From an optimization exercise on the open Yosys and OpenROAD flow, aimed at small area, a short achievable clock period and few clock cycles per item; shortcuts taken in it are not production practice.
No functional check of the RTL was part of this run.
Power is estimated from default activity; no workload was simulated.

$ cat flow/standard.sh
#!/bin/bash
# synth_recipe.tcl (not shown) runs the flow's synth.tcl, then flattens the netlist and writes it again
# the make line also repeats each setting of config.mk as NAME=value (left out here)
make -C /OpenROAD-flow-scripts/flow DESIGN_CONFIG=/design/flow/config.mk WORK_HOME=/design/flow/orfs CLKGATE_MAP_FILE= SYNTH_SCRIPT=/design/flow/synth_recipe.tcl "${@:-finish}"
$ cat flow/flow/run.sh
#!/bin/bash
set -euo pipefail
export BUFFER_PORTS_ARGS="-buffer_cell sky130_fd_sc_hd__buf_1"
bash standard.sh finish > orfs_make.log 2>&1
$ cat flow/config.mk
export PLATFORM = sky130hd
export DESIGN_NAME = wallace_multi
export DESIGN_NICKNAME = wallace_multi
export VERILOG_FILES = /design/flow/design.v
export SDC_FILE = /design/flow/constraint.sdc
export NUM_CORES = 4
export LEC_CHECK = 0
export CAP_MARGIN = 20
export CORE_MARGIN = 2
export CORE_UTILIZATION = 40
export CTS_BUF_LIST = sky130_fd_sc_hd__clkbuf_8
export CTS_CLUSTER_DIAMETER = 80
export CTS_CLUSTER_SIZE = 16
export SETUP_SLACK_MARGIN = 1.8
export SLEW_MARGIN = 20
export SYNTH_HIERARCHICAL = 1
$ cat flow/constraint.sdc
create_clock -name core_clock -period 4.0 [get_ports {clk}]
set_input_delay 0.8000 -clock core_clock [delete_from_list [all_inputs] [get_ports {clk}]]
set_output_delay 0.8000 -clock core_clock [all_outputs]
set_load 0.01 [all_outputs]
$ cat flow/design.v
module wallace_multi (
    input clk,
    input rst,
    input [15:0] a,
    input [15:0] b,
    output reg [31:0] p,
    output reg done
);
    wire c225;
    wire c227;
    wire c229;
    wire c231;
    wire c233;
    wire c238;
    wire c240;
    wire c242;
    wire c246;
    wire c248;
    wire c250;
    wire c254;
    wire c256;
    wire c258;
    wire c260;
    wire c264;
    wire c266;
    wire c268;
    wire c273;
    wire c276;
    wire c278;
    wire c280;
    wire c282;
    wire c287;
    wire c289;
    wire c291;
    wire c293;
    wire c295;
    wire c300;
    wire c302;
    wire c304;
    wire c306;
    wire c308;
    wire c310;
    wire c315;
    wire c317;
    wire c319;
    wire c321;
    wire c323;
    wire c328;
    wire c332;
    wire c334;
    wire c336;
    wire c338;
    wire c340;
    wire c342;
    wire c347;
    wire c350;
    wire c352;
    wire c354;
    wire c356;
    wire c358;
    wire c360;
    wire c365;
    wire c368;
    wire c370;
    wire c372;
    wire c374;
    wire c376;
    wire c378;
    wire c383;
    wire c387;
    wire c389;
    wire c391;
    wire c393;
    wire c395;
    wire c397;
    wire c399;
    wire c404;
    wire c406;
    wire c408;
    wire c410;
    wire c412;
    wire c414;
    wire c416;
    wire c421;
    wire c424;
    wire c426;
    wire c428;
    wire c430;
    wire c432;
    wire c434;
    wire c439;
    wire c442;
    wire c444;
    wire c446;
    wire c448;
    wire c450;
    wire c455;
    wire c458;
    wire c460;
    wire c462;
    wire c464;
    wire c466;
    wire c471;
    wire c474;
    wire c476;
    wire c478;
    wire c480;
    wire c485;
    wire c488;
    wire c490;
    wire c492;
    wire c494;
    wire c499;
    wire c502;
    wire c504;
    wire c506;
    wire c508;
    wire c512;
    wire c514;
    wire c516;
    wire c518;
    wire c523;
    wire c525;
    wire c527;
    wire c532;
    wire c534;
    wire c536;
    wire c541;
    wire c543;
    wire c545;
    wire c547;
    wire c549;
    wire c551;
    wire c553;
    wire n1;
    wire n2;
    wire n3;
    wire n4;
    wire n5;
    wire n6;
    wire n7;
    wire n8;
    wire n9;
    wire n10;
    wire n11;
    wire n12;
    wire n13;
    wire n14;
    wire n15;
    wire n19;
    wire n22;
    wire n24;
    wire n26;
    wire n28;
    wire n30;
    wire n32;
    wire n34;
    wire n36;
    wire n38;
    wire n40;
    wire n42;
    wire n44;
    wire n46;
    wire n48;
    wire n50;
    wire n51;
    wire n52;
    wire n55;
    wire n57;
    wire n58;
    wire n59;
    wire n60;
    wire n61;
    wire n62;
    wire n63;
    wire n64;
    wire n65;
    wire n66;
    wire n67;
    wire n68;
    wire n69;
    wire n70;
    wire n71;
    wire n72;
    wire n73;
    wire n76;
    wire n78;
    wire n79;
    wire n80;
    wire n81;
    wire n82;
    wire n83;
    wire n84;
    wire n85;
    wire n86;
    wire n87;
    wire n88;
    wire n89;
    wire n90;
    wire n91;
    wire n92;
    wire n93;
    wire n94;
    wire n97;
    wire n99;
    wire n100;
    wire n101;
    wire n102;
    wire n103;
    wire n104;
    wire n105;
    wire n106;
    wire n107;
    wire n108;
    wire n109;
    wire n110;
    wire n111;
    wire n112;
    wire n113;
    wire n114;
    wire n115;
    wire n118;
    wire n120;
    wire n121;
    wire n122;
    wire n123;
    wire n124;
    wire n125;
    wire n126;
    wire n127;
    wire n128;
    wire n129;
    wire n130;
    wire n131;
    wire n132;
    wire n133;
    wire n134;
    wire n135;
    wire n136;
    wire n139;
    wire n141;
    wire n142;
    wire n143;
    wire n144;
    wire n145;
    wire n146;
    wire n147;
    wire n148;
    wire n149;
    wire n150;
    wire n151;
    wire n152;
    wire n153;
    wire n154;
    wire n155;
    wire n156;
    wire n157;
    wire n160;
    wire n162;
    wire n163;
    wire n164;
    wire n165;
    wire n166;
    wire n167;
    wire n168;
    wire n169;
    wire n170;
    wire n171;
    wire n172;
    wire n173;
    wire n174;
    wire n175;
    wire n176;
    wire n177;
    wire n178;
    wire n181;
    wire n183;
    wire n184;
    wire n185;
    wire n186;
    wire n187;
    wire n188;
    wire n189;
    wire n190;
    wire n191;
    wire n192;
    wire n193;
    wire n194;
    wire n195;
    wire n196;
    wire n197;
    wire n198;
    wire n199;
    wire n200;
    wire n201;
    wire n202;
    wire n203;
    wire n204;
    wire n205;
    wire n206;
    wire n207;
    wire n208;
    wire n209;
    wire n210;
    wire n211;
    wire n212;
    wire n213;
    wire n214;
    wire n215;
    wire n216;
    wire n217;
    wire n218;
    wire n219;
    wire n220;
    wire n221;
    wire n222;
    wire n223;
    wire n554;
    wire n555;
    wire n556;
    wire n557;
    wire n558;
    wire n559;
    wire n560;
    wire n561;
    wire n562;
    wire n563;
    wire n564;
    wire n565;
    wire n566;
    wire n567;
    wire n568;
    wire n569;
    wire n570;
    wire n571;
    wire n572;
    wire n573;
    wire n574;
    wire n575;
    wire n576;
    wire n577;
    wire n578;
    wire n579;
    wire n580;
    wire n581;
    wire n582;
    wire n583;
    wire n584;
    wire n585;
    wire n586;
    wire n587;
    wire n588;
    wire n589;
    wire n590;
    wire n591;
    wire n592;
    wire n593;
    wire n594;
    wire n595;
    wire n596;
    wire n597;
    wire n598;
    wire n599;
    wire n600;
    wire n601;
    wire n603;
    wire n604;
    wire n607;
    wire n608;
    wire n611;
    wire n612;
    wire n613;
    wire n614;
    wire n615;
    wire n616;
    wire n617;
    wire n618;
    wire n620;
    wire n622;
    wire n623;
    wire n624;
    wire n625;
    wire n626;
    wire n627;
    wire n628;
    wire n629;
    wire n632;
    wire n633;
    wire n634;
    wire n635;
    wire n636;
    wire n637;
    wire n638;
    wire n639;
    wire n640;
    wire n641;
    wire n642;
    wire n643;
    wire n644;
    wire n645;
    wire n646;
    wire n649;
    wire n650;
    wire n651;
    wire n652;
    wire n653;
    wire n654;
    wire n655;
    wire n656;
    wire n659;
    wire n661;
    wire n665;
    wire n667;
    wire n668;
    wire n669;
    wire n670;
    wire n671;
    wire n672;
    wire n673;
    wire n675;
    wire n677;
    wire n679;
    wire n681;
    wire n684;
    wire n685;
    wire n686;
    wire n687;
    wire n689;
    wire n691;
    wire n694;
    wire n695;
    wire n696;
    wire n697;
    wire n698;
    wire n699;
    wire n700;
    wire n701;
    wire n702;
    wire n703;
    wire n706;
    wire n707;
    wire n708;
    wire n709;
    wire n710;
    wire n711;
    wire n713;
    wire n715;
    wire n716;
    wire n717;
    wire n720;
    wire n721;
    wire n724;
    wire n725;
    wire n728;
    wire n729;
    wire n730;
    wire n731;
    wire n732;
    wire n733;
    wire n734;
    wire n735;
    wire n736;
    wire n737;
    wire n738;
    wire n739;
    wire n742;
    wire n743;
    wire n744;
    wire n745;
    wire n748;
    wire n749;
    wire n752;
    wire n753;
    wire n756;
    wire n757;
    wire n760;
    wire n761;
    wire n764;
    wire n765;
    wire n768;
    wire n769;
    wire n772;
    wire n773;
    wire n776;
    wire n777;
    wire n778;
    wire n779;
    wire n780;
    wire n781;
    wire n783;
    wire n784;
    wire n785;
    wire n786;
    wire n787;
    wire n788;
    wire n789;
    wire n790;
    wire n792;
    wire n793;
    wire n794;
    wire n795;
    wire n797;
    wire n798;
    wire n800;
    wire n801;
    wire n803;
    wire n804;
    wire n806;
    wire n807;
    wire n809;
    wire n810;
    wire n812;
    wire n813;
    wire n815;
    wire n816;
    wire n818;
    reg r16;
    reg r17;
    reg r18;
    reg r20;
    reg r21;
    reg r23;
    reg r25;
    reg r27;
    reg r29;
    reg r31;
    reg r33;
    reg r35;
    reg r37;
    reg r39;
    reg r41;
    reg r43;
    reg r45;
    reg r47;
    reg r49;
    reg r53;
    reg r54;
    reg r56;
    reg r74;
    reg r75;
    reg r77;
    reg r95;
    reg r96;
    reg r98;
    reg r116;
    reg r117;
    reg r119;
    reg r137;
    reg r138;
    reg r140;
    reg r158;
    reg r159;
    reg r161;
    reg r179;
    reg r180;
    reg r182;
    reg r234;
    reg r235;
    reg r236;
    reg r243;
    reg r244;
    reg r251;
    reg r252;
    reg r261;
    reg r262;
    reg r269;
    reg r270;
    reg r271;
    reg r274;
    reg r283;
    reg r284;
    reg r285;
    reg r296;
    reg r297;
    reg r298;
    reg r311;
    reg r312;
    reg r313;
    reg r324;
    reg r325;
    reg r326;
    reg r329;
    reg r330;
    reg r343;
    reg r344;
    reg r345;
    reg r348;
    reg r361;
    reg r362;
    reg r363;
    reg r366;
    reg r379;
    reg r380;
    reg r381;
    reg r384;
    reg r385;
    reg r400;
    reg r401;
    reg r402;
    reg r417;
    reg r418;
    reg r419;
    reg r422;
    reg r435;
    reg r436;
    reg r437;
    reg r440;
    reg r451;
    reg r452;
    reg r453;
    reg r456;
    reg r467;
    reg r468;
    reg r469;
    reg r472;
    reg r481;
    reg r482;
    reg r483;
    reg r486;
    reg r495;
    reg r496;
    reg r497;
    reg r500;
    reg r509;
    reg r510;
    reg r519;
    reg r520;
    reg r521;
    reg r528;
    reg r529;
    reg r530;
    reg r537;
    reg r538;
    reg r539;
    reg r602;
    reg r605;
    reg r606;
    reg r609;
    reg r610;
    reg r619;
    reg r621;
    reg r630;
    reg r631;
    reg r647;
    reg r648;
    reg r657;
    reg r658;
    reg r660;
    reg r662;
    reg r663;
    reg r664;
    reg r666;
    reg r674;
    reg r676;
    reg r678;
    reg r680;
    reg r682;
    reg r683;
    reg r688;
    reg r690;
    reg r692;
    reg r693;
    reg r704;
    reg r705;
    reg r712;
    reg r714;
    reg r718;
    reg r719;
    reg r722;
    reg r723;
    reg r726;
    reg r727;
    reg r740;
    reg r741;
    reg r746;
    reg r747;
    reg r750;
    reg r751;
    reg r754;
    reg r755;
    reg r758;
    reg r759;
    reg r762;
    reg r763;
    reg r766;
    reg r767;
    reg r770;
    reg r771;
    reg r774;
    reg r775;
    reg r782;
    reg r791;
    reg r796;
    reg r799;
    reg r802;
    reg r805;
    reg r808;
    reg r811;
    reg r814;
    reg r817;
    reg r819;
    reg r820;
    reg r821;
    reg r822;
    reg r823;
    reg r824;
    reg r825;
    reg r826;
    reg r827;
    reg r828;
    reg r829;
    reg r830;
    reg r831;
    reg r832;
    reg r833;
    reg r834;
    reg r835;
    wire s224;
    wire s226;
    wire s228;
    wire s230;
    wire s232;
    wire s237;
    wire s239;
    wire s241;
    wire s245;
    wire s247;
    wire s249;
    wire s253;
    wire s255;
    wire s257;
    wire s259;
    wire s263;
    wire s265;
    wire s267;
    wire s272;
    wire s275;
    wire s277;
    wire s279;
    wire s281;
    wire s286;
    wire s288;
    wire s290;
    wire s292;
    wire s294;
    wire s299;
    wire s301;
    wire s303;
    wire s305;
    wire s307;
    wire s309;
    wire s314;
    wire s316;
    wire s318;
    wire s320;
    wire s322;
    wire s327;
    wire s331;
    wire s333;
    wire s335;
    wire s337;
    wire s339;
    wire s341;
    wire s346;
    wire s349;
    wire s351;
    wire s353;
    wire s355;
    wire s357;
    wire s359;
    wire s364;
    wire s367;
    wire s369;
    wire s371;
    wire s373;
    wire s375;
    wire s377;
    wire s382;
    wire s386;
    wire s388;
    wire s390;
    wire s392;
    wire s394;
    wire s396;
    wire s398;
    wire s403;
    wire s405;
    wire s407;
    wire s409;
    wire s411;
    wire s413;
    wire s415;
    wire s420;
    wire s423;
    wire s425;
    wire s427;
    wire s429;
    wire s431;
    wire s433;
    wire s438;
    wire s441;
    wire s443;
    wire s445;
    wire s447;
    wire s449;
    wire s454;
    wire s457;
    wire s459;
    wire s461;
    wire s463;
    wire s465;
    wire s470;
    wire s473;
    wire s475;
    wire s477;
    wire s479;
    wire s484;
    wire s487;
    wire s489;
    wire s491;
    wire s493;
    wire s498;
    wire s501;
    wire s503;
    wire s505;
    wire s507;
    wire s511;
    wire s513;
    wire s515;
    wire s517;
    wire s522;
    wire s524;
    wire s526;
    wire s531;
    wire s533;
    wire s535;
    wire s540;
    wire s542;
    wire s544;
    wire s546;
    wire s548;
    wire s550;
    wire s552;
    assign n1 = b[1] & ~b[0];
    assign n2 = b[2] ^ b[1];
    assign n3 = (b[3] & ~b[2] & ~b[1]) | (~b[3] & b[2] & b[1]);
    assign n4 = b[4] ^ b[3];
    assign n5 = (b[5] & ~b[4] & ~b[3]) | (~b[5] & b[4] & b[3]);
    assign n6 = b[6] ^ b[5];
    assign n7 = (b[7] & ~b[6] & ~b[5]) | (~b[7] & b[6] & b[5]);
    assign n8 = b[8] ^ b[7];
    assign n9 = (b[9] & ~b[8] & ~b[7]) | (~b[9] & b[8] & b[7]);
    assign n10 = b[10] ^ b[9];
    assign n11 = (b[11] & ~b[10] & ~b[9]) | (~b[11] & b[10] & b[9]);
    assign n12 = b[12] ^ b[11];
    assign n13 = (b[13] & ~b[12] & ~b[11]) | (~b[13] & b[12] & b[11]);
    assign n14 = b[14] ^ b[13];
    assign n15 = (b[15] & ~b[14] & ~b[13]) | (~b[15] & b[14] & b[13]);
    always @(posedge clk) begin
        r16 <= b[0];
        r17 <= a[0];
        r18 <= b[1];
        r20 <= a[1];
        r21 <= n1;
        r23 <= a[2];
        r25 <= a[3];
        r27 <= a[4];
        r29 <= a[5];
        r31 <= a[6];
        r33 <= a[7];
        r35 <= a[8];
        r37 <= a[9];
        r39 <= a[10];
        r41 <= a[11];
        r43 <= a[12];
        r45 <= a[13];
        r47 <= a[14];
        r49 <= a[15];
        r53 <= n2;
        r54 <= b[3];
        r56 <= n3;
        r74 <= n4;
        r75 <= b[5];
        r77 <= n5;
        r95 <= n6;
        r96 <= b[7];
        r98 <= n7;
        r116 <= n8;
        r117 <= b[9];
        r119 <= n9;
        r137 <= n10;
        r138 <= b[11];
        r140 <= n11;
        r158 <= n12;
        r159 <= b[13];
        r161 <= n13;
        r179 <= n14;
        r180 <= b[15];
        r182 <= n15;
    end
    assign n19 = (r16 & r17) ^ r18;
    mbs un22 (.one(r16), .a1(r20), .two(r21), .a0(r17), .neg(r18), .x(n22));
    mbs un24 (.one(r16), .a1(r23), .two(r21), .a0(r20), .neg(r18), .x(n24));
    mbs un26 (.one(r16), .a1(r25), .two(r21), .a0(r23), .neg(r18), .x(n26));
    mbs un28 (.one(r16), .a1(r27), .two(r21), .a0(r25), .neg(r18), .x(n28));
    mbs un30 (.one(r16), .a1(r29), .two(r21), .a0(r27), .neg(r18), .x(n30));
    mbs un32 (.one(r16), .a1(r31), .two(r21), .a0(r29), .neg(r18), .x(n32));
    mbs un34 (.one(r16), .a1(r33), .two(r21), .a0(r31), .neg(r18), .x(n34));
    mbs un36 (.one(r16), .a1(r35), .two(r21), .a0(r33), .neg(r18), .x(n36));
    mbs un38 (.one(r16), .a1(r37), .two(r21), .a0(r35), .neg(r18), .x(n38));
    mbs un40 (.one(r16), .a1(r39), .two(r21), .a0(r37), .neg(r18), .x(n40));
    mbs un42 (.one(r16), .a1(r41), .two(r21), .a0(r39), .neg(r18), .x(n42));
    mbs un44 (.one(r16), .a1(r43), .two(r21), .a0(r41), .neg(r18), .x(n44));
    mbs un46 (.one(r16), .a1(r45), .two(r21), .a0(r43), .neg(r18), .x(n46));
    mbs un48 (.one(r16), .a1(r47), .two(r21), .a0(r45), .neg(r18), .x(n48));
    mbs un50 (.one(r16), .a1(r49), .two(r21), .a0(r47), .neg(r18), .x(n50));
    assign n51 = (r21 & r49) ^ r18;
    assign n52 = ~r18;
    assign n55 = (r53 & r17) ^ r54;
    mbs un57 (.one(r53), .a1(r20), .two(r56), .a0(r17), .neg(r54), .x(n57));
    mbs un58 (.one(r53), .a1(r23), .two(r56), .a0(r20), .neg(r54), .x(n58));
    mbs un59 (.one(r53), .a1(r25), .two(r56), .a0(r23), .neg(r54), .x(n59));
    mbs un60 (.one(r53), .a1(r27), .two(r56), .a0(r25), .neg(r54), .x(n60));
    mbs un61 (.one(r53), .a1(r29), .two(r56), .a0(r27), .neg(r54), .x(n61));
    mbs un62 (.one(r53), .a1(r31), .two(r56), .a0(r29), .neg(r54), .x(n62));
    mbs un63 (.one(r53), .a1(r33), .two(r56), .a0(r31), .neg(r54), .x(n63));
    mbs un64 (.one(r53), .a1(r35), .two(r56), .a0(r33), .neg(r54), .x(n64));
    mbs un65 (.one(r53), .a1(r37), .two(r56), .a0(r35), .neg(r54), .x(n65));
    mbs un66 (.one(r53), .a1(r39), .two(r56), .a0(r37), .neg(r54), .x(n66));
    mbs un67 (.one(r53), .a1(r41), .two(r56), .a0(r39), .neg(r54), .x(n67));
    mbs un68 (.one(r53), .a1(r43), .two(r56), .a0(r41), .neg(r54), .x(n68));
    mbs un69 (.one(r53), .a1(r45), .two(r56), .a0(r43), .neg(r54), .x(n69));
    mbs un70 (.one(r53), .a1(r47), .two(r56), .a0(r45), .neg(r54), .x(n70));
    mbs un71 (.one(r53), .a1(r49), .two(r56), .a0(r47), .neg(r54), .x(n71));
    assign n72 = (r56 & r49) ^ r54;
    assign n73 = ~r54;
    assign n76 = (r74 & r17) ^ r75;
    mbs un78 (.one(r74), .a1(r20), .two(r77), .a0(r17), .neg(r75), .x(n78));
    mbs un79 (.one(r74), .a1(r23), .two(r77), .a0(r20), .neg(r75), .x(n79));
    mbs un80 (.one(r74), .a1(r25), .two(r77), .a0(r23), .neg(r75), .x(n80));
    mbs un81 (.one(r74), .a1(r27), .two(r77), .a0(r25), .neg(r75), .x(n81));
    mbs un82 (.one(r74), .a1(r29), .two(r77), .a0(r27), .neg(r75), .x(n82));
    mbs un83 (.one(r74), .a1(r31), .two(r77), .a0(r29), .neg(r75), .x(n83));
    mbs un84 (.one(r74), .a1(r33), .two(r77), .a0(r31), .neg(r75), .x(n84));
    mbs un85 (.one(r74), .a1(r35), .two(r77), .a0(r33), .neg(r75), .x(n85));
    mbs un86 (.one(r74), .a1(r37), .two(r77), .a0(r35), .neg(r75), .x(n86));
    mbs un87 (.one(r74), .a1(r39), .two(r77), .a0(r37), .neg(r75), .x(n87));
    mbs un88 (.one(r74), .a1(r41), .two(r77), .a0(r39), .neg(r75), .x(n88));
    mbs un89 (.one(r74), .a1(r43), .two(r77), .a0(r41), .neg(r75), .x(n89));
    mbs un90 (.one(r74), .a1(r45), .two(r77), .a0(r43), .neg(r75), .x(n90));
    mbs un91 (.one(r74), .a1(r47), .two(r77), .a0(r45), .neg(r75), .x(n91));
    mbs un92 (.one(r74), .a1(r49), .two(r77), .a0(r47), .neg(r75), .x(n92));
    assign n93 = (r77 & r49) ^ r75;
    assign n94 = ~r75;
    assign n97 = (r95 & r17) ^ r96;
    mbs un99 (.one(r95), .a1(r20), .two(r98), .a0(r17), .neg(r96), .x(n99));
    mbs un100 (.one(r95), .a1(r23), .two(r98), .a0(r20), .neg(r96), .x(n100));
    mbs un101 (.one(r95), .a1(r25), .two(r98), .a0(r23), .neg(r96), .x(n101));
    mbs un102 (.one(r95), .a1(r27), .two(r98), .a0(r25), .neg(r96), .x(n102));
    mbs un103 (.one(r95), .a1(r29), .two(r98), .a0(r27), .neg(r96), .x(n103));
    mbs un104 (.one(r95), .a1(r31), .two(r98), .a0(r29), .neg(r96), .x(n104));
    mbs un105 (.one(r95), .a1(r33), .two(r98), .a0(r31), .neg(r96), .x(n105));
    mbs un106 (.one(r95), .a1(r35), .two(r98), .a0(r33), .neg(r96), .x(n106));
    mbs un107 (.one(r95), .a1(r37), .two(r98), .a0(r35), .neg(r96), .x(n107));
    mbs un108 (.one(r95), .a1(r39), .two(r98), .a0(r37), .neg(r96), .x(n108));
    mbs un109 (.one(r95), .a1(r41), .two(r98), .a0(r39), .neg(r96), .x(n109));
    mbs un110 (.one(r95), .a1(r43), .two(r98), .a0(r41), .neg(r96), .x(n110));
    mbs un111 (.one(r95), .a1(r45), .two(r98), .a0(r43), .neg(r96), .x(n111));
    mbs un112 (.one(r95), .a1(r47), .two(r98), .a0(r45), .neg(r96), .x(n112));
    mbs un113 (.one(r95), .a1(r49), .two(r98), .a0(r47), .neg(r96), .x(n113));
    assign n114 = (r98 & r49) ^ r96;
    assign n115 = ~r96;
    assign n118 = (r116 & r17) ^ r117;
    mbs un120 (.one(r116), .a1(r20), .two(r119), .a0(r17), .neg(r117), .x(n120));
    mbs un121 (.one(r116), .a1(r23), .two(r119), .a0(r20), .neg(r117), .x(n121));
    mbs un122 (.one(r116), .a1(r25), .two(r119), .a0(r23), .neg(r117), .x(n122));
    mbs un123 (.one(r116), .a1(r27), .two(r119), .a0(r25), .neg(r117), .x(n123));
    mbs un124 (.one(r116), .a1(r29), .two(r119), .a0(r27), .neg(r117), .x(n124));
    mbs un125 (.one(r116), .a1(r31), .two(r119), .a0(r29), .neg(r117), .x(n125));
    mbs un126 (.one(r116), .a1(r33), .two(r119), .a0(r31), .neg(r117), .x(n126));
    mbs un127 (.one(r116), .a1(r35), .two(r119), .a0(r33), .neg(r117), .x(n127));
    mbs un128 (.one(r116), .a1(r37), .two(r119), .a0(r35), .neg(r117), .x(n128));
    mbs un129 (.one(r116), .a1(r39), .two(r119), .a0(r37), .neg(r117), .x(n129));
    mbs un130 (.one(r116), .a1(r41), .two(r119), .a0(r39), .neg(r117), .x(n130));
    mbs un131 (.one(r116), .a1(r43), .two(r119), .a0(r41), .neg(r117), .x(n131));
    mbs un132 (.one(r116), .a1(r45), .two(r119), .a0(r43), .neg(r117), .x(n132));
    mbs un133 (.one(r116), .a1(r47), .two(r119), .a0(r45), .neg(r117), .x(n133));
    mbs un134 (.one(r116), .a1(r49), .two(r119), .a0(r47), .neg(r117), .x(n134));
    assign n135 = (r119 & r49) ^ r117;
    assign n136 = ~r117;
    assign n139 = (r137 & r17) ^ r138;
    mbs un141 (.one(r137), .a1(r20), .two(r140), .a0(r17), .neg(r138), .x(n141));
    mbs un142 (.one(r137), .a1(r23), .two(r140), .a0(r20), .neg(r138), .x(n142));
    mbs un143 (.one(r137), .a1(r25), .two(r140), .a0(r23), .neg(r138), .x(n143));
    mbs un144 (.one(r137), .a1(r27), .two(r140), .a0(r25), .neg(r138), .x(n144));
    mbs un145 (.one(r137), .a1(r29), .two(r140), .a0(r27), .neg(r138), .x(n145));
    mbs un146 (.one(r137), .a1(r31), .two(r140), .a0(r29), .neg(r138), .x(n146));
    mbs un147 (.one(r137), .a1(r33), .two(r140), .a0(r31), .neg(r138), .x(n147));
    mbs un148 (.one(r137), .a1(r35), .two(r140), .a0(r33), .neg(r138), .x(n148));
    mbs un149 (.one(r137), .a1(r37), .two(r140), .a0(r35), .neg(r138), .x(n149));
    mbs un150 (.one(r137), .a1(r39), .two(r140), .a0(r37), .neg(r138), .x(n150));
    mbs un151 (.one(r137), .a1(r41), .two(r140), .a0(r39), .neg(r138), .x(n151));
    mbs un152 (.one(r137), .a1(r43), .two(r140), .a0(r41), .neg(r138), .x(n152));
    mbs un153 (.one(r137), .a1(r45), .two(r140), .a0(r43), .neg(r138), .x(n153));
    mbs un154 (.one(r137), .a1(r47), .two(r140), .a0(r45), .neg(r138), .x(n154));
    mbs un155 (.one(r137), .a1(r49), .two(r140), .a0(r47), .neg(r138), .x(n155));
    assign n156 = (r140 & r49) ^ r138;
    assign n157 = ~r138;
    assign n160 = (r158 & r17) ^ r159;
    mbs un162 (.one(r158), .a1(r20), .two(r161), .a0(r17), .neg(r159), .x(n162));
    mbs un163 (.one(r158), .a1(r23), .two(r161), .a0(r20), .neg(r159), .x(n163));
    mbs un164 (.one(r158), .a1(r25), .two(r161), .a0(r23), .neg(r159), .x(n164));
    mbs un165 (.one(r158), .a1(r27), .two(r161), .a0(r25), .neg(r159), .x(n165));
    mbs un166 (.one(r158), .a1(r29), .two(r161), .a0(r27), .neg(r159), .x(n166));
    mbs un167 (.one(r158), .a1(r31), .two(r161), .a0(r29), .neg(r159), .x(n167));
    mbs un168 (.one(r158), .a1(r33), .two(r161), .a0(r31), .neg(r159), .x(n168));
    mbs un169 (.one(r158), .a1(r35), .two(r161), .a0(r33), .neg(r159), .x(n169));
    mbs un170 (.one(r158), .a1(r37), .two(r161), .a0(r35), .neg(r159), .x(n170));
    mbs un171 (.one(r158), .a1(r39), .two(r161), .a0(r37), .neg(r159), .x(n171));
    mbs un172 (.one(r158), .a1(r41), .two(r161), .a0(r39), .neg(r159), .x(n172));
    mbs un173 (.one(r158), .a1(r43), .two(r161), .a0(r41), .neg(r159), .x(n173));
    mbs un174 (.one(r158), .a1(r45), .two(r161), .a0(r43), .neg(r159), .x(n174));
    mbs un175 (.one(r158), .a1(r47), .two(r161), .a0(r45), .neg(r159), .x(n175));
    mbs un176 (.one(r158), .a1(r49), .two(r161), .a0(r47), .neg(r159), .x(n176));
    assign n177 = (r161 & r49) ^ r159;
    assign n178 = ~r159;
    assign n181 = (r179 & r17) ^ r180;
    mbs un183 (.one(r179), .a1(r20), .two(r182), .a0(r17), .neg(r180), .x(n183));
    mbs un184 (.one(r179), .a1(r23), .two(r182), .a0(r20), .neg(r180), .x(n184));
    mbs un185 (.one(r179), .a1(r25), .two(r182), .a0(r23), .neg(r180), .x(n185));
    mbs un186 (.one(r179), .a1(r27), .two(r182), .a0(r25), .neg(r180), .x(n186));
    mbs un187 (.one(r179), .a1(r29), .two(r182), .a0(r27), .neg(r180), .x(n187));
    mbs un188 (.one(r179), .a1(r31), .two(r182), .a0(r29), .neg(r180), .x(n188));
    mbs un189 (.one(r179), .a1(r33), .two(r182), .a0(r31), .neg(r180), .x(n189));
    mbs un190 (.one(r179), .a1(r35), .two(r182), .a0(r33), .neg(r180), .x(n190));
    mbs un191 (.one(r179), .a1(r37), .two(r182), .a0(r35), .neg(r180), .x(n191));
    mbs un192 (.one(r179), .a1(r39), .two(r182), .a0(r37), .neg(r180), .x(n192));
    mbs un193 (.one(r179), .a1(r41), .two(r182), .a0(r39), .neg(r180), .x(n193));
    mbs un194 (.one(r179), .a1(r43), .two(r182), .a0(r41), .neg(r180), .x(n194));
    mbs un195 (.one(r179), .a1(r45), .two(r182), .a0(r43), .neg(r180), .x(n195));
    mbs un196 (.one(r179), .a1(r47), .two(r182), .a0(r45), .neg(r180), .x(n196));
    mbs un197 (.one(r179), .a1(r49), .two(r182), .a0(r47), .neg(r180), .x(n197));
    assign n198 = (r182 & r49) ^ r180;
    assign n199 = ~r180;
    assign n200 = r180 & r17;
    assign n201 = r180 & r20;
    assign n202 = r180 & r23;
    assign n203 = r180 & r25;
    assign n204 = r180 & r27;
    assign n205 = r180 & r29;
    assign n206 = r180 & r31;
    assign n207 = r180 & r33;
    assign n208 = r180 & r35;
    assign n209 = r180 & r37;
    assign n210 = r180 & r39;
    assign n211 = r180 & r41;
    assign n212 = r180 & r43;
    assign n213 = r180 & r45;
    assign n214 = r180 & r47;
    assign n215 = r180 & r49;
    assign n216 = ~n201;
    assign n217 = ~n201;
    assign n218 = ~n204;
    assign n219 = ~n206;
    assign n220 = ~n208;
    assign n221 = ~n210;
    assign n222 = ~n212;
    assign n223 = ~n214;
    mha us224 (.a(r54), .b(n24), .s(s224), .co(c225));
    mha us226 (.a(n26), .b(n57), .s(s226), .co(c227));
    mfa us228 (.a(r75), .b(n28), .c(n58), .s(s228), .co(c229));
    mha us230 (.a(n76), .b(c227), .s(s230), .co(c231));
    mfa us232 (.a(n30), .b(n59), .c(n78), .s(s232), .co(c233));
    mfa us239 (.a(r96), .b(n32), .c(n60), .s(s239), .co(c240));
    mfa us241 (.a(n79), .b(n97), .c(c233), .s(s241), .co(c242));
    mfa us247 (.a(n34), .b(n61), .c(n80), .s(s247), .co(c248));
    mfa us249 (.a(n99), .b(c240), .c(s247), .s(s249), .co(c250));
    mfa us255 (.a(r117), .b(n36), .c(n62), .s(s255), .co(c256));
    mfa us257 (.a(n81), .b(n100), .c(n118), .s(s257), .co(c258));
    mfa us259 (.a(c248), .b(s255), .c(s257), .s(s259), .co(c260));
    mfa us265 (.a(n38), .b(n63), .c(n82), .s(s265), .co(c266));
    mfa us267 (.a(n101), .b(n120), .c(c256), .s(s267), .co(c268));
    mfa us277 (.a(r138), .b(n40), .c(n64), .s(s277), .co(c278));
    mfa us279 (.a(n83), .b(n102), .c(n121), .s(s279), .co(c280));
    mfa us281 (.a(n139), .b(c266), .c(s277), .s(s281), .co(c282));
    mfa us290 (.a(n42), .b(n65), .c(n84), .s(s290), .co(c291));
    mfa us292 (.a(n103), .b(n122), .c(n141), .s(s292), .co(c293));
    mfa us294 (.a(c278), .b(c280), .c(s290), .s(s294), .co(c295));
    mfa us303 (.a(r159), .b(n44), .c(n66), .s(s303), .co(c304));
    mfa us305 (.a(n85), .b(n104), .c(n123), .s(s305), .co(c306));
    mfa us307 (.a(n142), .b(n160), .c(c291), .s(s307), .co(c308));
    mfa us309 (.a(c293), .b(s303), .c(s305), .s(s309), .co(c310));
    mfa us318 (.a(n46), .b(n67), .c(n86), .s(s318), .co(c319));
    mfa us320 (.a(n105), .b(n124), .c(n143), .s(s320), .co(c321));
    mfa us322 (.a(n162), .b(c304), .c(c306), .s(s322), .co(c323));
    mfa us335 (.a(r180), .b(n48), .c(n68), .s(s335), .co(c336));
    mfa us337 (.a(n87), .b(n106), .c(n125), .s(s337), .co(c338));
    mfa us339 (.a(n144), .b(n163), .c(n181), .s(s339), .co(c340));
    mfa us341 (.a(c319), .b(c321), .c(s335), .s(s341), .co(c342));
    mfa us353 (.a(n50), .b(n69), .c(n88), .s(s353), .co(c354));
    mfa us355 (.a(n107), .b(n126), .c(n145), .s(s355), .co(c356));
    mfa us357 (.a(n164), .b(n183), .c(c336), .s(s357), .co(c358));
    mfa us359 (.a(c338), .b(c340), .c(s353), .s(s359), .co(c360));
    mfa us371 (.a(n200), .b(n51), .c(n70), .s(s371), .co(c372));
    mfa us373 (.a(n89), .b(n108), .c(n127), .s(s373), .co(c374));
    mfa us375 (.a(n146), .b(n165), .c(n184), .s(s375), .co(c376));
    mfa us377 (.a(c354), .b(c356), .c(s371), .s(s377), .co(c378));
    mfa us390 (.a(n52), .b(n216), .c(n71), .s(s390), .co(c391));
    mfa us392 (.a(n90), .b(n109), .c(n128), .s(s392), .co(c393));
    mfa us394 (.a(n147), .b(n166), .c(n185), .s(s394), .co(c395));
    mfa us396 (.a(c372), .b(c374), .c(c376), .s(s396), .co(c397));
    mfa us398 (.a(s390), .b(s392), .c(s394), .s(s398), .co(c399));
    mfa us407 (.a(n202), .b(n217), .c(n72), .s(s407), .co(c408));
    mfa us409 (.a(n91), .b(n110), .c(n129), .s(s409), .co(c410));
    mfa us411 (.a(n148), .b(n167), .c(n186), .s(s411), .co(c412));
    mfa us413 (.a(c391), .b(c393), .c(c395), .s(s413), .co(c414));
    mfa us415 (.a(s407), .b(s409), .c(s411), .s(s415), .co(c416));
    mfa us425 (.a(n73), .b(n203), .c(n201), .s(s425), .co(c426));
    mfa us427 (.a(s425), .b(n92), .c(n111), .s(s427), .co(c428));
    mfa us429 (.a(n130), .b(n149), .c(n168), .s(s429), .co(c430));
    mfa us431 (.a(n187), .b(c408), .c(c410), .s(s431), .co(c432));
    mfa us433 (.a(c412), .b(s427), .c(s429), .s(s433), .co(c434));
    mfa us443 (.a(n218), .b(c426), .c(n93), .s(s443), .co(c444));
    mfa us445 (.a(n112), .b(n131), .c(n150), .s(s445), .co(c446));
    mfa us447 (.a(n169), .b(n188), .c(c428), .s(s447), .co(c448));
    mfa us449 (.a(c430), .b(s443), .c(s445), .s(s449), .co(c450));
    mfa us459 (.a(n94), .b(n205), .c(n204), .s(s459), .co(c460));
    mfa us461 (.a(s459), .b(n113), .c(n132), .s(s461), .co(c462));
    mfa us463 (.a(n151), .b(n170), .c(n189), .s(s463), .co(c464));
    mfa us465 (.a(c444), .b(c446), .c(s461), .s(s465), .co(c466));
    mfa us475 (.a(n219), .b(c460), .c(n114), .s(s475), .co(c476));
    mfa us477 (.a(n133), .b(n152), .c(n171), .s(s477), .co(c478));
    mfa us479 (.a(n190), .b(c462), .c(c464), .s(s479), .co(c480));
    mfa us489 (.a(n115), .b(n207), .c(n206), .s(s489), .co(c490));
    mfa us491 (.a(s489), .b(n134), .c(n153), .s(s491), .co(c492));
    mfa us493 (.a(n172), .b(n191), .c(c476), .s(s493), .co(c494));
    mfa us503 (.a(n220), .b(c490), .c(n135), .s(s503), .co(c504));
    mfa us505 (.a(n154), .b(n173), .c(n192), .s(s505), .co(c506));
    mfa us507 (.a(c492), .b(s503), .c(s505), .s(s507), .co(c508));
    mfa us513 (.a(n136), .b(n209), .c(n208), .s(s513), .co(c514));
    mfa us515 (.a(s513), .b(n155), .c(n174), .s(s515), .co(c516));
    mfa us517 (.a(n193), .b(c504), .c(c506), .s(s517), .co(c518));
    mfa us524 (.a(n221), .b(c514), .c(n156), .s(s524), .co(c525));
    mfa us526 (.a(n175), .b(n194), .c(c516), .s(s526), .co(c527));
    mfa us533 (.a(n157), .b(n211), .c(n210), .s(s533), .co(c534));
    mfa us535 (.a(s533), .b(n176), .c(n195), .s(s535), .co(c536));
    mfa us542 (.a(n222), .b(c534), .c(n177), .s(s542), .co(c543));
    mfa us544 (.a(n196), .b(c536), .c(s542), .s(s544), .co(c545));
    mfa us546 (.a(n178), .b(n213), .c(n212), .s(s546), .co(c547));
    mfa us548 (.a(s546), .b(n197), .c(c543), .s(s548), .co(c549));
    mfa us550 (.a(n223), .b(c547), .c(n198), .s(s550), .co(c551));
    mfa us552 (.a(n199), .b(n215), .c(n214), .s(s552), .co(c553));
    assign n554 = n19 & r18;
    assign n555 = n19 ^ r18;
    assign n556 = n55 & s224;
    assign n557 = n55 ^ s224;
    assign n558 = c225 & s226;
    assign n559 = c225 ^ s226;
    assign n560 = s228 & s230;
    assign n561 = s228 ^ s230;
    assign n613 = c551 & s552;
    assign n614 = c551 ^ s552;
    assign n615 = n22 & n554;
    assign n616 = n22 & n555;
    assign n617 = n558 | (n559 & n556);
    assign n618 = n559 & n557;
    assign n651 = n617 | (n618 & n615);
    assign n652 = n618 & n616;
    assign n730 = n556 | (n557 & n615);
    assign n731 = n557 & n616;
    assign n732 = n560 | (n561 & n651);
    assign n733 = n561 & n652;
    assign n778 = n22 ^ n554;
    assign n779 = n557 ^ n615;
    assign n780 = n559 ^ n730;
    assign n781 = n561 ^ n651;
    always @(posedge clk) begin
        r234 <= c229;
        r235 <= s232;
        r236 <= c231;
        r243 <= s239;
        r244 <= s241;
        r251 <= c242;
        r252 <= s249;
        r261 <= c250;
        r262 <= s259;
        r269 <= c258;
        r270 <= s265;
        r271 <= c260;
        r274 <= s267;
        r283 <= s279;
        r284 <= c268;
        r285 <= s281;
        r296 <= s292;
        r297 <= c282;
        r298 <= s294;
        r311 <= c295;
        r312 <= s307;
        r313 <= s309;
        r324 <= s318;
        r325 <= s320;
        r326 <= c308;
        r329 <= c310;
        r330 <= s322;
        r343 <= s337;
        r344 <= s339;
        r345 <= c323;
        r348 <= s341;
        r361 <= s355;
        r362 <= c342;
        r363 <= s357;
        r366 <= s359;
        r379 <= s373;
        r380 <= s375;
        r381 <= c358;
        r384 <= c360;
        r385 <= s377;
        r400 <= c378;
        r401 <= s396;
        r402 <= s398;
        r417 <= c397;
        r418 <= c399;
        r419 <= s413;
        r422 <= s415;
        r435 <= c414;
        r436 <= c416;
        r437 <= s431;
        r440 <= s433;
        r451 <= c432;
        r452 <= c434;
        r453 <= s447;
        r456 <= s449;
        r467 <= s463;
        r468 <= c448;
        r469 <= c450;
        r472 <= s465;
        r481 <= s475;
        r482 <= s477;
        r483 <= c466;
        r486 <= s479;
        r495 <= c478;
        r496 <= s491;
        r497 <= c480;
        r500 <= s493;
        r509 <= c494;
        r510 <= s507;
        r519 <= s515;
        r520 <= c508;
        r521 <= s517;
        r528 <= s524;
        r529 <= c518;
        r530 <= s526;
        r537 <= c525;
        r538 <= s535;
        r539 <= c527;
        r602 <= s544;
        r605 <= c545;
        r606 <= s548;
        r609 <= c549;
        r610 <= s550;
        r619 <= n560;
        r621 <= n561;
        r647 <= n613;
        r648 <= n614;
        r674 <= n651;
        r676 <= n652;
        r782 <= n732;
        r819 <= n555;
        r821 <= n778;
        r823 <= n779;
        r825 <= n780;
        r827 <= n781;
    end
    mfa us237 (.a(r234), .b(r235), .c(r236), .s(s237), .co(c238));
    mha us245 (.a(r243), .b(r244), .s(s245), .co(c246));
    mha us253 (.a(r251), .b(r252), .s(s253), .co(c254));
    mha us263 (.a(r261), .b(r262), .s(s263), .co(c264));
    mfa us272 (.a(r269), .b(r270), .c(r271), .s(s272), .co(c273));
    mha us275 (.a(r274), .b(c264), .s(s275), .co(c276));
    mfa us286 (.a(r283), .b(r284), .c(r285), .s(s286), .co(c287));
    mfa us288 (.a(c273), .b(s286), .c(c276), .s(s288), .co(c289));
    mfa us299 (.a(r296), .b(r297), .c(r298), .s(s299), .co(c300));
    mha us301 (.a(c287), .b(s299), .s(s301), .co(c302));
    mfa us314 (.a(r311), .b(r312), .c(r313), .s(s314), .co(c315));
    mha us316 (.a(c300), .b(s314), .s(s316), .co(c317));
    mfa us327 (.a(r324), .b(r325), .c(r326), .s(s327), .co(c328));
    mfa us331 (.a(r329), .b(r330), .c(c315), .s(s331), .co(c332));
    mha us333 (.a(s327), .b(c317), .s(s333), .co(c334));
    mfa us346 (.a(r343), .b(r344), .c(r345), .s(s346), .co(c347));
    mfa us349 (.a(r348), .b(c328), .c(s346), .s(s349), .co(c350));
    mfa us351 (.a(c332), .b(s349), .c(c334), .s(s351), .co(c352));
    mfa us364 (.a(r361), .b(r362), .c(r363), .s(s364), .co(c365));
    mfa us367 (.a(r366), .b(c347), .c(s364), .s(s367), .co(c368));
    mha us369 (.a(c350), .b(s367), .s(s369), .co(c370));
    mfa us382 (.a(r379), .b(r380), .c(r381), .s(s382), .co(c383));
    mfa us386 (.a(r384), .b(r385), .c(c365), .s(s386), .co(c387));
    mfa us388 (.a(s382), .b(c368), .c(s386), .s(s388), .co(c389));
    mfa us403 (.a(r400), .b(r401), .c(r402), .s(s403), .co(c404));
    mfa us405 (.a(c383), .b(s403), .c(c387), .s(s405), .co(c406));
    mfa us420 (.a(r417), .b(r418), .c(r419), .s(s420), .co(c421));
    mfa us423 (.a(r422), .b(c404), .c(s420), .s(s423), .co(c424));
    mfa us438 (.a(r435), .b(r436), .c(r437), .s(s438), .co(c439));
    mfa us441 (.a(r440), .b(c421), .c(s438), .s(s441), .co(c442));
    mfa us454 (.a(r451), .b(r452), .c(r453), .s(s454), .co(c455));
    mfa us457 (.a(r456), .b(c439), .c(s454), .s(s457), .co(c458));
    mfa us470 (.a(r467), .b(r468), .c(r469), .s(s470), .co(c471));
    mfa us473 (.a(r472), .b(c455), .c(s470), .s(s473), .co(c474));
    mfa us484 (.a(r481), .b(r482), .c(r483), .s(s484), .co(c485));
    mfa us487 (.a(r486), .b(c471), .c(s484), .s(s487), .co(c488));
    mfa us498 (.a(r495), .b(r496), .c(r497), .s(s498), .co(c499));
    mfa us501 (.a(r500), .b(c485), .c(s498), .s(s501), .co(c502));
    mfa us511 (.a(r509), .b(r510), .c(c499), .s(s511), .co(c512));
    mfa us522 (.a(r519), .b(r520), .c(r521), .s(s522), .co(c523));
    mfa us531 (.a(r528), .b(r529), .c(r530), .s(s531), .co(c532));
    mfa us540 (.a(r537), .b(r538), .c(r539), .s(s540), .co(c541));
    assign n562 = c238 & s245;
    assign n563 = c238 ^ s245;
    assign n564 = c246 & s253;
    assign n565 = c246 ^ s253;
    assign n566 = c254 & s263;
    assign n567 = c254 ^ s263;
    assign n568 = s272 & s275;
    assign n569 = s272 ^ s275;
    assign n570 = c289 & s301;
    assign n571 = c289 ^ s301;
    assign n572 = c302 & s316;
    assign n573 = c302 ^ s316;
    assign n574 = s331 & s333;
    assign n575 = s331 ^ s333;
    assign n576 = c352 & s369;
    assign n577 = c352 ^ s369;
    assign n578 = c370 & s388;
    assign n579 = c370 ^ s388;
    assign n580 = c389 & s405;
    assign n581 = c389 ^ s405;
    assign n582 = c406 & s423;
    assign n583 = c406 ^ s423;
    assign n584 = c424 & s441;
    assign n585 = c424 ^ s441;
    assign n586 = c442 & s457;
    assign n587 = c442 ^ s457;
    assign n588 = c458 & s473;
    assign n589 = c458 ^ s473;
    assign n590 = c474 & s487;
    assign n591 = c474 ^ s487;
    assign n592 = c488 & s501;
    assign n593 = c488 ^ s501;
    assign n594 = c502 & s511;
    assign n595 = c502 ^ s511;
    assign n596 = c512 & s522;
    assign n597 = c512 ^ s522;
    assign n598 = c523 & s531;
    assign n599 = c523 ^ s531;
    assign n600 = c532 & s540;
    assign n601 = c532 ^ s540;
    assign n603 = c541 & r602;
    assign n604 = c541 ^ r602;
    assign n607 = r605 & r606;
    assign n608 = r605 ^ r606;
    assign n611 = r609 & r610;
    assign n612 = r609 ^ r610;
    assign n620 = s237 & r619;
    assign n622 = s237 & r621;
    assign n623 = n564 | (n565 & n562);
    assign n624 = n565 & n563;
    assign n625 = n568 | (n569 & n566);
    assign n626 = n569 & n567;
    assign n627 = n571 & s288;
    assign n628 = n574 | (n575 & n572);
    assign n629 = n575 & n573;
    assign n633 = n580 | (n581 & n578);
    assign n634 = n581 & n579;
    assign n635 = n584 | (n585 & n582);
    assign n636 = n585 & n583;
    assign n637 = n588 | (n589 & n586);
    assign n638 = n589 & n587;
    assign n639 = n592 | (n593 & n590);
    assign n640 = n593 & n591;
    assign n641 = n596 | (n597 & n594);
    assign n642 = n597 & n595;
    assign n643 = n600 | (n601 & n598);
    assign n644 = n601 & n599;
    assign n645 = n607 | (n608 & n603);
    assign n646 = n608 & n604;
    assign n649 = r647 | (r648 & n611);
    assign n650 = r648 & n612;
    assign n653 = n623 | (n624 & n620);
    assign n654 = n624 & n622;
    assign n655 = n570 | (n627 & n625);
    assign n656 = n627 & n626;
    assign n668 = n639 | (n640 & n637);
    assign n669 = n640 & n638;
    assign n670 = n643 | (n644 & n641);
    assign n671 = n644 & n642;
    assign n672 = n649 | (n650 & n645);
    assign n673 = n650 & n646;
    assign n675 = n653 | (n654 & r674);
    assign n677 = n654 & r676;
    assign n686 = n672 | (n673 & n670);
    assign n687 = n673 & n671;
    assign n700 = n655 | (n656 & n675);
    assign n701 = n656 & n677;
    assign n708 = n620 | (n622 & r674);
    assign n709 = n622 & r676;
    assign n710 = n625 | (n626 & n675);
    assign n711 = n626 & n677;
    assign n734 = n562 | (n563 & n708);
    assign n735 = n563 & n709;
    assign n736 = n566 | (n567 & n675);
    assign n737 = n567 & n677;
    assign n738 = s288 & n710;
    assign n739 = s288 & n711;
    assign n783 = s237 ^ r782;
    assign n784 = n563 ^ n708;
    assign n785 = n565 ^ n734;
    assign n786 = n567 ^ n675;
    assign n787 = n569 ^ n736;
    assign n788 = s288 ^ n710;
    assign n789 = n571 ^ n738;
    always @(posedge clk) begin
        r630 <= n577;
        r631 <= s351;
        r657 <= n576;
        r658 <= n628;
        r660 <= n629;
        r662 <= n635;
        r663 <= n636;
        r664 <= n633;
        r666 <= n634;
        r678 <= n655;
        r680 <= n656;
        r682 <= n668;
        r683 <= n669;
        r688 <= n675;
        r690 <= n677;
        r692 <= n686;
        r693 <= n687;
        r704 <= n670;
        r705 <= n671;
        r712 <= n700;
        r714 <= n701;
        r718 <= n637;
        r719 <= n638;
        r722 <= n641;
        r723 <= n642;
        r726 <= n645;
        r727 <= n646;
        r740 <= n572;
        r741 <= n573;
        r746 <= n578;
        r747 <= n579;
        r750 <= n582;
        r751 <= n583;
        r754 <= n586;
        r755 <= n587;
        r758 <= n590;
        r759 <= n591;
        r762 <= n594;
        r763 <= n595;
        r766 <= n598;
        r767 <= n599;
        r770 <= n603;
        r771 <= n604;
        r774 <= n611;
        r775 <= n612;
        r791 <= n575;
        r796 <= n581;
        r799 <= n585;
        r802 <= n589;
        r805 <= n593;
        r808 <= n597;
        r811 <= n601;
        r814 <= n608;
        r817 <= r648;
        r820 <= r819;
        r822 <= r821;
        r824 <= r823;
        r826 <= r825;
        r828 <= r827;
        r829 <= n783;
        r830 <= n784;
        r831 <= n785;
        r832 <= n786;
        r833 <= n787;
        r834 <= n788;
        r835 <= n789;
    end
    assign n632 = r630 & r631;
    assign n659 = r657 | (n632 & r658);
    assign n661 = n632 & r660;
    assign n665 = r662 | (r663 & r664);
    assign n667 = r663 & r666;
    assign n679 = n659 | (n661 & r678);
    assign n681 = n661 & r680;
    assign n684 = r682 | (r683 & n665);
    assign n685 = r683 & n667;
    assign n689 = n679 | (n681 & r688);
    assign n691 = n681 & r690;
    assign n694 = r692 | (r693 & n684);
    assign n695 = r693 & n685;
    assign n696 = n694 | (n695 & n689);
    assign n697 = n695 & n691;
    assign n698 = n684 | (n685 & n689);
    assign n699 = n685 & n691;
    assign n702 = n665 | (n667 & n689);
    assign n703 = n667 & n691;
    assign n706 = r704 | (r705 & n698);
    assign n707 = r705 & n699;
    assign n713 = r658 | (r660 & r712);
    assign n715 = r660 & r714;
    assign n716 = r664 | (r666 & n689);
    assign n717 = r666 & n691;
    assign n720 = r718 | (r719 & n702);
    assign n721 = r719 & n703;
    assign n724 = r722 | (r723 & n698);
    assign n725 = r723 & n699;
    assign n728 = r726 | (r727 & n706);
    assign n729 = r727 & n707;
    assign n742 = r740 | (r741 & r712);
    assign n743 = r741 & r714;
    assign n744 = r631 & n713;
    assign n745 = r631 & n715;
    assign n748 = r746 | (r747 & n689);
    assign n749 = r747 & n691;
    assign n752 = r750 | (r751 & n716);
    assign n753 = r751 & n717;
    assign n756 = r754 | (r755 & n702);
    assign n757 = r755 & n703;
    assign n760 = r758 | (r759 & n720);
    assign n761 = r759 & n721;
    assign n764 = r762 | (r763 & n698);
    assign n765 = r763 & n699;
    assign n768 = r766 | (r767 & n724);
    assign n769 = r767 & n725;
    assign n772 = r770 | (r771 & n706);
    assign n773 = r771 & n707;
    assign n776 = r774 | (r775 & n728);
    assign n777 = r775 & n729;
    assign n790 = r741 ^ r712;
    assign n792 = r791 ^ n742;
    assign n793 = r631 ^ n713;
    assign n794 = r630 ^ n744;
    assign n795 = r747 ^ n689;
    assign n797 = r796 ^ n748;
    assign n798 = r751 ^ n716;
    assign n800 = r799 ^ n752;
    assign n801 = r755 ^ n702;
    assign n803 = r802 ^ n756;
    assign n804 = r759 ^ n720;
    assign n806 = r805 ^ n760;
    assign n807 = r763 ^ n698;
    assign n809 = r808 ^ n764;
    assign n810 = r767 ^ n724;
    assign n812 = r811 ^ n768;
    assign n813 = r771 ^ n706;
    assign n815 = r814 ^ n772;
    assign n816 = r775 ^ n728;
    assign n818 = r817 ^ n776;
    always @(posedge clk) p <= {n818, n816, n815, n813, n812, n810, n809, n807, n806, n804, n803, n801, n800, n798, n797, n795, n794, n793, n792, n790, r835, r834, r833, r832, r831, r830, r829, r828, r826, r824, r822, r820};
    reg [2:0] v;
    always @(posedge clk or negedge rst) begin
        if (!rst) begin
            v <= 3'b0;
            done <= 1'b0;
        end else begin
            v <= {v[1:0], 1'b1};
            done <= v[2];
        end
    end
endmodule
module mfa (input a, input b, input c, output s, output co);
    assign s = a ^ b ^ c;
    assign co = (a & b) | (a & c) | (b & c);
endmodule
module mha (input a, input b, output s, output co);
    assign s = a ^ b;
    assign co = a & b;
endmodule
module mbs (input one, input a1, input two, input a0, input neg, output x);
    wire m;
    ma22o u0 (.a(one), .b(a1), .c(two), .d(a0), .y(m));
    mxor u1 (.a(m), .b(neg), .y(x));
endmodule
module ma22o (input a, input b, input c, input d, output y);
    assign y = (a & b) | (c & d);
endmodule
module mxor (input a, input b, output y);
    assign y = a ^ b;
endmodule
==> results.yml <==
run_status:
  status: "timing/DRC/antenna clean"
power:
  leakage_nw: 5.33
  ir_drop_mv: 0.329
  p_per_area_mw_per_mm2: 730
sta:
  tightest_slew_ps: 568
  finalClockSkew_ps: 39.3
  totalNegativeSetupSlack_ps: 0
  fmax_mhz: 438
  report.final.slew_viol_count: 0
  period_share_pct: 57.1
  setup-violations-final: 0
  rsz0062_at_grt: "true"
  relSlewSlack_pct: 61.6
  hold_violations: 0
  hold_ws_ps: 83.9
  finalCriticalPeriod_ps: 2280
floorplanning:
  die_y_um: 169
  die_area_sq_mm: 0.0285
  initial_core_util_pct: 40.5
  pin_count: 67
  die_x_um: 169
  num_rows: 60
  core_sq_mm: 0.0268
synthesis:
  postSynthAreaPerCell_sq_um: 13.2
  yosysTopAreaCell: "dfxtp_1"
  yosysUniqueCellTypes: 30
  seq_area_frac_synth_pct: 42.8
  syn-cell-area_sq_mm: 0.0109
  synth-seq-cells: 231
  synth_area_leaders: "dfxtp_1 42%, fa_1 22%, xor2_1 11%"
  synthCells: 820
  yosysWarningCount: 7
  synth.top_cell.area_share_pct: 41.8
  syn_nets: 1023
global_route:
  grt_overflow: 0
  grt_pass1_wl_mm: 38.6
  grt_start_max_net_pins: 20
  grt_pass1_vias: 6961
  grt_usage_pct: 17.3
  antenna_found_initial: 0
worst_setup_path:
  end_kind: "register"
  path_max_fanout: 7
  start_kind: "register"
  criticalPathCategory: "reg -> reg"
  r2r_cells: 6
  crit_required_ps: 4390
  worstPathArrival_ps: 2680
clock_network:
  cts_hold_buf: 0
  clk_latency_ps: 540
  clk_pin_slew_worst_paths_ps: 100
  clockBufferDepth: 3
  cts_buffers: 18
  clockRootBuffer: "clkbuf_8"
  cts_tree: "done"
  cts.sinks: 231
  cts.htree.levels: 1
job:
  drv_cap: 0
layout:
  nNetsFinal: 1143
  fin_area_sq_mm: 0.0123
  drive_gt1_share_pct: 12.6
  largest-register: "p"
  largest_reg_flops: 32
  n_antenna_cell: 0
  syn2layout_area_growth_pct: 13.6
  largestRegisters: "p x32, v x3"
placed_design:
  gp_congestion: 0.819
  dpl.hpwl_mm: 16.3
  numPortBuffers: 66
  dpl-instance-area_sq_mm: 0.0116
route:
  drt_pass1_iterations: 5
  wl_mm: 24.0
  route.detailed.drc: 0
  final_antenna_net_count: 0
  vias: 6556
  avgViaCountPerCell: 5.10
  dr.first_iter.drc_count: 416
  wl_per_cell_um: 18.7
min_path:
  hp-class: "in -> async"
critical path, cell delays in order (launching register included):
cell and delay, ps:
dfxtp_4 420, buf_4 210, nand2_4 60, inv_2 60, fa_2 430, fa_1 550, fa_1 420
metal layers:
| layer | part of all wire (%) | vias to the layer above | track usage [%] |
|---|---|---|---|
| li1 | - | 3041 | - |
| met1 | 46 | 3252 | 24.0 |
| met2 | 46 | 214 | 27.7 |
| met3 | 5.8 | 49 | 2.76 |
| met4 | 2.8 | 0 | 6.15 |
| met5 | 0 | - | 0 |
per-module statistics from Yosys (local to each module, per instance), a selection:
module         flops+latches  cells  cell area, sq um  copies in the design
mfa                        0      1              20.0                   115
wallace_multi            231    454              6320                     1
ma22o                      0      1              8.76                   120
mxor                       0      1              8.76                   120
mha                        0      1              12.5                    11
worst paths after layout:
check / end / from / slack [ps]
min: done / rst / 80
max reg2reg: r440 / r180 / 1720
max in group asynchronous: v[0] / rst / 3750
min in group core_clock: p[4] / r828 / 330
max: r440 / r180 / 1720
min reg2reg: p[4] / r828 / 330
cells in the final DEF (no fill, tap or decap), drive strengths merged:
cell type,synthesis,routed
o21bai,2,2
a22o,120,120
nand4,1,1
clkinv,0,1
dfxtp,227,227
buf,0,104
clkbuf,4,20
xor2,134,134
a31o,1,1
conb,1,1
a21bo,1,1
a221o,1,1
ha,50,50
o21ai,8,8
inv,23,26
nor2,9,9
and2,15,15
nor2b,2,2
a31oi,1,1
o311ai,1,1
a21oi,3,3
a2bb2oi,1,1
a21o,20,20
fa,119,119
and3,3,3
a41o,1,1
nand2b,7,7
xnor2,25,25
dfrtp,4,4
and4,1,1
nand2,28,28
nand3b,7,7
cells by family (layout without fill, tap and decap cells):
kind of cell             Yosys count  in the layout  share of synthesized area [%]
buffers and inverters             27            151                          0.933
AND/OR/NAND/NOR                   73             73                           3.47
AO/OA/AOI/OAI                    160            160                           12.3
other                              1              1                         0.0345
adder cells (fa/ha/maj)          169            169                           27.7
flip-flops                       231            231                           42.8
XOR/XNOR                         159            159                           12.8
power by group:
part | leakage, nW | total [W] | switching (W) | internal, W
Combinational | 3.20 | 0.00406 | 0.00206 | 0.00200
Clock | 0.164 | 0.00118 | 0.000722 | 0.000456
Sequential | 1.97 | 0.00378 | 0.000468 | 0.00331
cell type report:
| cell class | count | area (sq um) |
|---|---|---|
| well taps | 341 | 427 |
| clock inverters | 4 | 20.0 |
| fillers | 2429 | 14500 |
| flip-flops and latches | 231 | 4760 |
| clock buffers | 20 | 275 |
| inverters | 23 | 86.3 |
| multi-input cells | 562 | 6190 |
| repair buffers | 104 | 586 |
Yosys cell counts, drive strengths merged:
library cell	n
a21bo	1
a21o	20
a21oi	3
a221o	1
a22o	120
a2bb2oi	1
a31o	1
a31oi	1
a41o	1
and2	15
and3	3
and4	1
clkbuf	4
conb	1
dfrtp	4
dfxtp	227
fa	119
ha	50
inv	23
nand2	28
nand2b	7
nand3b	7
nand4	1
nor2	9
nor2b	2
o21ai	8
o21bai	2
o311ai	1
xnor2	25
xor2	134
stage by stage:
stage | utilization, % | instances | worst slack [ps] | power [W]
floorplan | - | 820 | 1620 | 0.00654
detailed placement | 43.3 | 1228 | 1500 | 0.00780
global placement | 43.3 | 1228 | 1520 | 0.00770
global route | 46.0 | 1285 | 1620 | 0.00993
CTS | 45.7 | 1276 | 1730 | 0.00914
finish | 46.0 | 1285 | 1720 | 0.00901
timing repair:
item / 4_1_cts / 5_1_grt
pin swaps: 8 / 9
gates resized for setup: 50 / 13
setup buffers: 24 / 9
setup endpoints to repair: 51 / 14

[static timing again, ports no longer ideal]
The results above use ideal ports. As a check the final layout listed here was re-extracted and re-timed, cells and wires unchanged. Step 1 (the two cells are an assumption about what drives the block):
set clk [get_ports {clk}]
set_driving_cell -lib_cell sky130_fd_sc_hd__clkbuf_16 $clk
set_driving_cell -lib_cell sky130_fd_sc_hd__buf_2 [delete_from_list [all_inputs] $clk]
Step 2 moves the port delays by t, midway between the first and last clock arrival at a register: inputs arrive t later, outputs are due t later. That takes back most of the time a late clock gives input paths. a / b / c = ideal / step 1 / step 2; a / b = the first two.
shift t [ns]: 0.567
slack for setup (ns): 1.715 / 1.715 / 1.715
clock arrival spread, ns: 0.040 / 0.039
cell pins on the clock port's net: 1
After both steps this run still meets setup and hold. The setup slack of this run moves by 0.000 ns with the drivers and by 0.000 ns with both steps.
